From an optimization exercise on the open Yosys and OpenROAD flow, aimed at small area, a short achievable clock period and few clock cycles; shortcuts taken in it are not production practice. RTL that was checked went through simulation tests only; none was proved equivalent to the original. The clock port is modelled as an ideal driver; clocking choices that lean on that would not hold on a real chip. Power and IR drop assume default switching activity.

rev 12:
==> module DM, before the edit <==
module DM(
	output [7:0]  q0,
	output [7:0]  q1,
	output [7:0]  q2,
	output [7:0]  q3,
	output [3:0]  oh,
	input  [31:0] nwrite_data,	 
	input  [6:0]  nbase,
	input  [6:0]  off0,
	input  [6:0]  off1,
	input  [6:0]  off2,
	input  [6:0]  off3,
	input         mem_write,
	input         clk
);
	wire [1:0] o = ~nbase[1:0] + off3[1:0];
	assign oh = 4'b0001 << o;
	wire [31:0] wd = ~nwrite_data;
	reg [7:0] d0, d1, d2, d3;
	always @(*) begin
		case (o)
			2'd0: {d0, d1, d2, d3} = wd;
			2'd1: {d1, d2, d3, d0} = wd;
			2'd2: {d2, d3, d0, d1} = wd;
			default: {d3, d0, d1, d2} = wd;
		endcase
	end
	DM_Bank b0(.q(q0), .nbase(nbase), .off(off0), .d(d0), .we(mem_write), .clk(clk));
	DM_Bank b1(.q(q1), .nbase(nbase), .off(off1), .d(d1), .we(mem_write), .clk(clk));
	DM_Bank b2(.q(q2), .nbase(nbase), .off(off2), .d(d2), .we(mem_write), .clk(clk));
	DM_Bank b3(.q(q3), .nbase(nbase), .off(off3), .d(d3), .we(mem_write), .clk(clk));
endmodule
==> module DM_Bank, before the edit <==
module DM_Bank(
	output [7:0] q,
	input  [6:0] nbase,	 
	input  [6:0] off,	 
	input  [7:0] d,
	input        we,
	input        clk
);
	wire [31:0] sel;
	DM_RowSel rowsel(.sel(sel), .nbase(nbase), .off(off));
	reg [7:0] M [0:31];
	integer i;
	always @(posedge clk) begin
		for (i = 0; i < 32; i = i + 1)
			if (we && sel[i]) M[i] <= d;
	end
	genvar j, k;
	generate
		for (j = 0; j < 8; j = j + 1) begin : bits
			wire [31:0] col;
			for (k = 0; k < 32; k = k + 1) begin : rows
				assign col[k] = M[k][j];
			end
			g_ao32 rd(.sel(sel), .d(col), .y(q[j]));
		end
	endgenerate
endmodule
==> module FinalCPU, before the edit <==
module FinalCPU(
	output	wire	[31:0]	imem_addr,
	output	wire			wb_valid,
	output	wire	[4:0]	wb_addr,
	output	wire	[31:0]	wb_data,
	input	wire	[31:0]	imem_data,
	input	wire			rst,
	input	wire			clk
);
	reg [29:0] pc;
	always @(posedge clk) begin
		if (rst) pc <= 30'd0;
		else     pc <= pc + 30'd1;
	end
	assign imem_addr = {pc, 2'b00};
	wire [31:0] ir = imem_data;
	wire        d_valid = !rst;
	wire [5:0] op    = ir[31:26];
	wire [4:0] rs    = ir[25:21];
	wire [4:0] rt    = ir[20:16];
	wire [4:0] rd    = ir[15:11];
	wire [4:0] shamt = ir[10:6];
	wire [5:0] fn    = ir[5:0];
	wire [15:0] imm  = ir[15:0];
	wire is_r    = (op == 6'h00);
	wire is_addi = (op == 6'h0C);
	wire is_subi = (op == 6'h0D);
	wire is_sw   = (op == 6'h10);
	wire is_lw   = (op == 6'h11);
	wire f_add = is_r && (fn == 6'h0B);
	wire f_sub = is_r && (fn == 6'h0D);
	wire f_or  = is_r && (fn == 6'h25);
	wire f_srl = is_r && (fn == 6'h02);
	wire [4:0] d_dst = is_r ? rd : rt;
	wire d_wen = d_valid && (is_r || is_addi || is_subi || is_lw) && (d_dst != 5'd0);
	wire d_use_rt = is_r || is_sw;
	reg [31:0] e_a, e_b;
	reg        e_fa, e_fb;
	reg [4:0]  e_shamt;
	reg [6:0]  e_off0, e_off1, e_off2, e_off3;
	reg        e_addsub, e_sub, e_or, e_srl, e_ld;
	reg        e_wen, e_sw;
	reg [4:0]  e_dst;
	reg        w_wen;
	reg [4:0]  w_dst;
	reg [31:0] w_data;
	wire [31:0] rs_val, rt_val;
	RF Register_File(
		.src_data(rs_val),
		.tar_data(rt_val),
		.src_addr(rs),
		.tar_addr(rt),
		.dst_addr(w_dst),
		.dst_data(w_data),
		.reg_write(w_wen),
		.clk(clk)
	);
	always @(posedge clk) begin
		e_a     <= rs_val;
		e_b     <= d_use_rt ? rt_val : {{16{imm[15]}}, imm};
		e_fa    <= e_wen && (e_dst == rs);
		e_fb    <= d_use_rt && e_wen && (e_dst == rt);
		e_shamt <= shamt;
		e_off0  <= imm[6:0] + 7'd3;
		e_off1  <= imm[6:0] + 7'd2;
		e_off2  <= imm[6:0] + 7'd1;
		e_off3  <= imm[6:0];
		e_addsub <= f_add || f_sub || is_addi || is_subi;
		e_sub   <= f_sub || is_subi;
		e_or    <= f_or;
		e_srl   <= f_srl;
		e_ld    <= is_lw;
		e_dst   <= d_dst;
		if (rst) begin
			e_wen <= 1'b0;
			e_sw  <= 1'b0;
		end
		else begin
			e_wen <= d_wen;
			e_sw  <= d_valid && is_sw;
		end
	end
	wire [31:0] na, nb;
	genvar i;
	generate
		for (i = 0; i < 32; i = i + 1) begin : fwd
			g_mux2i ma(.a0(e_a[i]), .a1(w_data[i]), .s(e_fa), .y(na[i]));
			g_mux2i mb(.a0(e_b[i]), .a1(w_data[i]), .s(e_fb), .y(nb[i]));
		end
	endgenerate
	wire [31:0] sum, srl, orv;
	ALU_AddSub adder(.sum(sum), .na(na), .nb(nb), .sub(e_sub));
	ALU_Shr shifter(.y(srl), .na(na), .sh(e_shamt));
	generate
		for (i = 0; i < 32; i = i + 1) begin : orb
			g_nand2 go(.a(na[i]), .b(nb[i]), .y(orv[i]));	 
		end
	endgenerate
	wire [7:0] q [0:3];
	wire [3:0] oh;
	DM Data_Memory(
		.q0(q[0]),
		.q1(q[1]),
		.q2(q[2]),
		.q3(q[3]),
		.oh(oh),
		.nwrite_data(nb),
		.nbase(na[6:0]),
		.off0(e_off0),
		.off1(e_off1),
		.off2(e_off2),
		.off3(e_off3),
		.mem_write(e_sw),
		.clk(clk)
	);
	wire [3:0] l = {4{e_ld}} & oh;
	wire [31:0] result;
	generate
		for (i = 0; i < 32; i = i + 1) begin : res
			localparam integer K = 3 - i / 8;
			ALU_ResBit rb(
				.y(result[i]),
				.as(e_addsub), .sum(sum[i]),
				.orr(e_or), .orv(orv[i]),
				.srl(e_srl), .shf(srl[i]),
				.l0(l[0]), .q0(q[(0 + K) % 4][i % 8]),
				.l1(l[1]), .q1(q[(1 + K) % 4][i % 8]),
				.l2(l[2]), .q2(q[(2 + K) % 4][i % 8]),
				.l3(l[3]), .q3(q[(3 + K) % 4][i % 8])
			);
		end
	endgenerate
	always @(posedge clk) begin
		w_data <= result;
		w_dst  <= e_dst;
		if (rst) w_wen <= 1'b0;
		else     w_wen <= e_wen;
	end
	assign wb_valid = w_wen;
	assign wb_addr  = w_dst;
	assign wb_data  = w_data;
endmodule
make LEC_CHECK=0 CAP_MARGIN=20 CORE_MARGIN=2 CORE_UTILIZATION=45 SETUP_SLACK_MARGIN=5 SLEW_MARGIN=20 SYNTH_HIERARCHICAL=1 SYNTH_MINIMUM_KEEP_SIZE=0 TNS_END_PERCENT=0 finish   # period 8.0 ns
run.sh (not shown) runs the stock make flow with config.mk's settings and CLKGATE_MAP_FILE= SYNTH_SCRIPT=/design/flow/synth_recipe.tcl, a recipe that flattens the netlist after the stock synthesis.
Input changes introduced in rev 13 (baseline for comparison: rev 12):
--- a/flow/design.v
+++ b/flow/design.v
@@ -102,45 +102,59 @@
 	output [7:0]  q0,
 	output [7:0]  q1,
 	output [7:0]  q2,
 	output [7:0]  q3,
 	output [3:0]  oh,
 	input  [31:0] nwrite_data,	 
-	input  [6:0]  nbase,
+	input         base_fwd_next,	 
+	input  [6:0]  base_reg,	 
+	input  [6:0]  base_wb,	 
+	input  [1:0]  nbase_lo,	 
 	input  [6:0]  off0,
 	input  [6:0]  off1,
 	input  [6:0]  off2,
 	input  [6:0]  off3,
 	input         mem_write,
 	input         clk
 );
-	wire [1:0] o = ~nbase[1:0] + off3[1:0];
+	wire [1:0] o = ~nbase_lo + off3[1:0];
 	assign oh = 4'b0001 << o;
 	wire [31:0] wd = ~nwrite_data;
 	reg [7:0] d0, d1, d2, d3;
 	always @(*) begin
 		case (o)
 			2'd0: {d0, d1, d2, d3} = wd;
 			2'd1: {d1, d2, d3, d0} = wd;
 			2'd2: {d2, d3, d0, d1} = wd;
 			default: {d3, d0, d1, d2} = wd;
 		endcase
 	end
-	DM_Bank b0(.q(q0), .nbase(nbase), .off(off0), .d(d0), .we(mem_write), .clk(clk));
-	DM_Bank b1(.q(q1), .nbase(nbase), .off(off1), .d(d1), .we(mem_write), .clk(clk));
-	DM_Bank b2(.q(q2), .nbase(nbase), .off(off2), .d(d2), .we(mem_write), .clk(clk));
-	DM_Bank b3(.q(q3), .nbase(nbase), .off(off3), .d(d3), .we(mem_write), .clk(clk));
+	DM_Bank b0(.q(q0), .fwd_next(base_fwd_next), .base_reg(base_reg), .base_wb(base_wb), .off(off0), .d(d0), .we(mem_write), .clk(clk));
+	DM_Bank b1(.q(q1), .fwd_next(base_fwd_next), .base_reg(base_reg), .base_wb(base_wb), .off(off1), .d(d1), .we(mem_write), .clk(clk));
+	DM_Bank b2(.q(q2), .fwd_next(base_fwd_next), .base_reg(base_reg), .base_wb(base_wb), .off(off2), .d(d2), .we(mem_write), .clk(clk));
+	DM_Bank b3(.q(q3), .fwd_next(base_fwd_next), .base_reg(base_reg), .base_wb(base_wb), .off(off3), .d(d3), .we(mem_write), .clk(clk));
 endmodule
 module DM_Bank(
 	output [7:0] q,
-	input  [6:0] nbase,	 
+	input        fwd_next,
+	input  [6:0] base_reg,
+	input  [6:0] base_wb,
 	input  [6:0] off,	 
 	input  [7:0] d,
 	input        we,
 	input        clk
 );
+	reg fwd;
+	always @(posedge clk) fwd <= fwd_next;
+	wire [6:0] nbase;
+	genvar m;
+	generate
+		for (m = 0; m < 7; m = m + 1) begin : bm
+			g_mux2i g(.a0(base_reg[m]), .a1(base_wb[m]), .s(fwd), .y(nbase[m]));
+		end
+	endgenerate
 	wire [31:0] sel;
 	DM_RowSel rowsel(.sel(sel), .nbase(nbase), .off(off));
 	reg [7:0] M [0:31];
 	integer i;
 	always @(posedge clk) begin
 		for (i = 0; i < 32; i = i + 1)
@@ -414,19 +428,22 @@
 			g_nand2 go(.a(na[i]), .b(nb[i]), .y(orv[i]));	 
 		end
 	endgenerate
 	wire [7:0] q [0:3];
 	wire [3:0] oh;
 	DM Data_Memory(
+		.base_fwd_next(e_wen && (e_dst == rs)),
+		.base_reg(e_a[6:0]),
+		.base_wb(w_data[6:0]),
+		.nbase_lo(na[1:0]),
 		.q0(q[0]),
 		.q1(q[1]),
 		.q2(q[2]),
 		.q3(q[3]),
 		.oh(oh),
 		.nwrite_data(nb),
-		.nbase(na[6:0]),
 		.off0(e_off0),
 		.off1(e_off1),
 		.off2(e_off2),
 		.off3(e_off3),
 		.mem_write(e_sw),
 		.clk(clk)
@@ -451,10 +468,31 @@
 	always @(posedge clk) begin
 		w_data <= result;
 		w_dst  <= e_dst;
 		if (rst) w_wen <= 1'b0;
 		else     w_wen <= e_wen;
 	end
-	assign wb_valid = w_wen;
-	assign wb_addr  = w_dst;
-	assign wb_data  = w_data;
+	Out_Reg Output_Register(
+		.wb_valid(wb_valid),
+		.wb_addr(wb_addr),
+		.wb_data(wb_data),
+		.valid_in(!rst && e_wen),
+		.addr_in(e_dst),
+		.data_in(result),
+		.clk(clk)
+	);
+endmodule
+module Out_Reg(
+	output reg        wb_valid,
+	output reg [4:0]  wb_addr,
+	output reg [31:0] wb_data,
+	input             valid_in,
+	input      [4:0]  addr_in,
+	input      [31:0] data_in,
+	input             clk
+);
+	always @(posedge clk) begin
+		wb_valid <= valid_in;
+		wb_addr  <= addr_in;
+		wb_data  <= data_in;
+	end
 endmodule
==> summary.txt <==
- Delta (rev 13 minus rev 12): synthesized area rose 1.1%; clock insertion delay at the later pin of the skew report fell 20 ps; total of clock buffers placed in the layout rose 21; cell count after synthesis rose about 1.1%; count of buffer and inverter cells on the critical path rose 1.
- Going from rev 12 to rev 13, area enclosed by the die boundary rose 2500 sq um, via count lower, global-route wire length before repair fell about 2%.
- The final cell area excluding filler cells on rev 13 is in line with that on rev 12.
- Sort rev 13 and rev 12 by number of antenna violations at the first check in global routing, ascending, and rev 13 comes first.
- Compared with rev 12, rev 13 improves worst ir drop on vdd.
- Rev 12 ended up with e_a[20]$_DFF_P_ as its destination of the critical timing path; rev 13 ended up with Output_Register.wb_data[27]$_DFF_P_.
- Compare rev 13 and rev 12 | final design utilization higher: rev 12
- Sum of internal, switching and leakage power: rev 13 lower than rev 12
- Of rev 13 and rev 12, the run reporting the lower critical path depth was rev 12.
Testbench counts of rev 13, summed over its fixed seeds: cycles 4,608.
Function not checked in rev 12: the RTL went through the layout flow alone.

========
FinalCPU, a different RTL version from the one above (not shown whole).
Size in the first run: ~6400 cells after synthesis, ~100 I/O pins, roughly 96000 um^2 of cells after synthesis.
Settings: LEC_CHECK=0, CAP_MARGIN=20, CORE_MARGIN=2, CORE_UTILIZATION=55, CTS_CLUSTER_DIAMETER=80, CTS_CLUSTER_SIZE=24, SETUP_SLACK_MARGIN=5, SLEW_MARGIN=65, SYNTH_HIERARCHICAL=1, SYNTH_MINIMUM_KEEP_SIZE=0, TNS_END_PERCENT=0; clock period 8.0 ns.
standard.sh (not shown) runs the stock make flow with config.mk's settings and CLKGATE_MAP_FILE= SYNTH_SCRIPT=/design/flow/synth_recipe.tcl, a recipe that flattens the netlist after the stock synthesis.
==> flow/flow/run.sh <==
#!/bin/bash
# Layout flow: the standard flow with three extra steps, run through
# ORFS's step hooks:
#  - before floorplanning (flow/downsize.tcl): each combinational cell goes
#    back to its smallest size; timing repair then upsizes where needed;
#  - before clock-tree synthesis (flow/io_buffers.tcl): the port buffers get a
#    plain buffer cell;
#  - at the end of global routing (flow/post_grt.tcl): a second timing repair
#    of all endpoints within 0.15 ns of the worst.
# Each step's full output goes to a log file here.
set -euo pipefail
W=$(pwd)
bash standard.sh synth > synth.log 2>&1
bash standard.sh floorplan PRE_FLOORPLAN_TCL="$W/flow/downsize.tcl" > floorplan.log 2>&1
bash standard.sh place > place.log 2>&1
bash standard.sh cts PRE_CTS_TCL="$W/flow/io_buffers.tcl" > cts.log 2>&1
bash standard.sh grt POST_GLOBAL_ROUTE_TCL="$W/flow/post_grt.tcl" > grt.log 2>&1
bash standard.sh finish > layout.log 2>&1
test -f out/final.def
Other scripts of this flow, unchanged in this note and not shown: flow/flow/downsize.tcl, flow/flow/io_buffers.tcl, flow/flow/post_grt.tcl
The baseline completed with no timing, DRC or antenna violations.
Edit:
--- a/flow/design.v
+++ b/flow/design.v
@@ -1,18 +1,20 @@
 module ALU_AddSub(
 	output [31:0] sum,
+	output [31:0] na,	 
+	output [31:0] nbx,	 
 	input  [31:0] a_reg,	 
 	input  [31:0] b_reg,
 	input  [31:0] wb,	 
 	input         fa_next,	 
 	input         fb_next,
 	input         sub_next,	 
 	input         clk
 );
-	wire [31:0] p, g, na, nbx;
+	wire [31:0] p, g;
 	wire [7:0] subq;
 	wire sub = subq[0];
 	genvar i, l;
 	generate
 		for (i = 0; i < 32; i = i + 4) begin : in4
 			AddSub_In4 u(.p(p[i+3:i]), .g(g[i+3:i]), .sub(subq[i/4]),
 				.na(na[i+3:i]), .nbx(nbx[i+3:i]),
@@ -487,23 +489,19 @@
 	end
 	wire [31:0] w_fwd;
 	wire [31:0] result;
 	wire [31:0] na, nb;
 	wire d_fa = e_wen && (e_dst == rs);
 	wire d_fb = d_use_rt && e_wen && (e_dst == rt);
 	genvar i;
-	generate
-		for (i = 0; i < 32; i = i + 8) begin : fwd
-			Fwd_Mux8 ma(.y(na[i+7:i]), .a0(e_a[i+7:i]), .a1(w_fwd[i+7:i]), .s_next(d_fa), .clk(clk));
-			Fwd_Mux8 mb(.y(nb[i+7:i]), .a0(e_b[i+7:i]), .a1(w_fwd[i+7:i]), .s_next(d_fb), .clk(clk));
-		end
-	endgenerate
 	wire [31:0] sum, srl, orv;
 	ALU_AddSub adder(
 		.sum(sum),
+		.na(na),
+		.nbx(nb),
 		.a_reg(e_a),
 		.b_reg(e_b),
 		.wb(w_fwd),
 		.fa_next(d_fa),
 		.fb_next(d_fb),
 		.sub_next(f_sub || is_subi),
 		.clk(clk)
@@ -585,23 +583,7 @@
 module Fwd_Reg(
 	output reg [31:0] q,
 	input      [31:0] d,
 	input             clk
 );
 	always @(posedge clk) q <= d;
 endmodule
-module Fwd_Mux8(
-	output [7:0] y,
-	input  [7:0] a0,
-	input  [7:0] a1,
-	input        s_next,
-	input        clk
-);
-	reg s;
-	always @(posedge clk) s <= s_next;
-	genvar i;
-	generate
-		for (i = 0; i < 8; i = i + 1) begin : m
-			g_mux2i g(.a0(a0[i]), .a1(a1[i]), .s(s), .y(y[i]));
-		end
-	endgenerate
-endmodule
Worst setup slack hardly moves.
Routed wire length goes down slightly.
Clock power goes up by a few percent.
Global-route usage goes down by 0.27 points.
Total power goes up slightly.
Combinational power goes up by a few percent.
Die area goes down slightly.
Function was not checked in any run of this note: the RTL went through the layout flow alone.

==> what the ideal ports hide <==
No port has a modelled driver above. Below, the same layouts with a new extraction and two added sets of constraints.
Step 1, drivers: a clkbuf_16 drives clk and a buf_2 each remaining input, both assumed.
Step 2 moves the port delays by t, midway between the first and last clock arrival at a register: inputs arrive t later, outputs are due t later. That takes back most of the time a late clock gives input paths.
Slacks: ideal ports / drivers / drivers and shift; pairs: ideal ports / drivers.
| run | t, ns | slack for setup (ns) | worst setup path after step 2 | worst slew at a driven data input, ns |
|---|---|---|---|---|
| rev 12 | 0.972 | 4.338 / 4.409 / 3.437 | input to register | 0.12 |
| rev 13 | 0.960 | 4.395 / 4.395 / 3.555 | input to register | 0.08 |
| the first run of note 2 | 0.923 | 4.663 / 4.663 / 4.663 | register to register | 0.11 |
| the second run of note 2 | 0.907 | 4.661 / 4.661 / 4.661 | register to register | 0.05 |
After both steps setup and hold are still met in every run listed. The setup slack of rev 12, which loses most, moves by +0.071 ns with the drivers and by -0.901 ns with both steps.
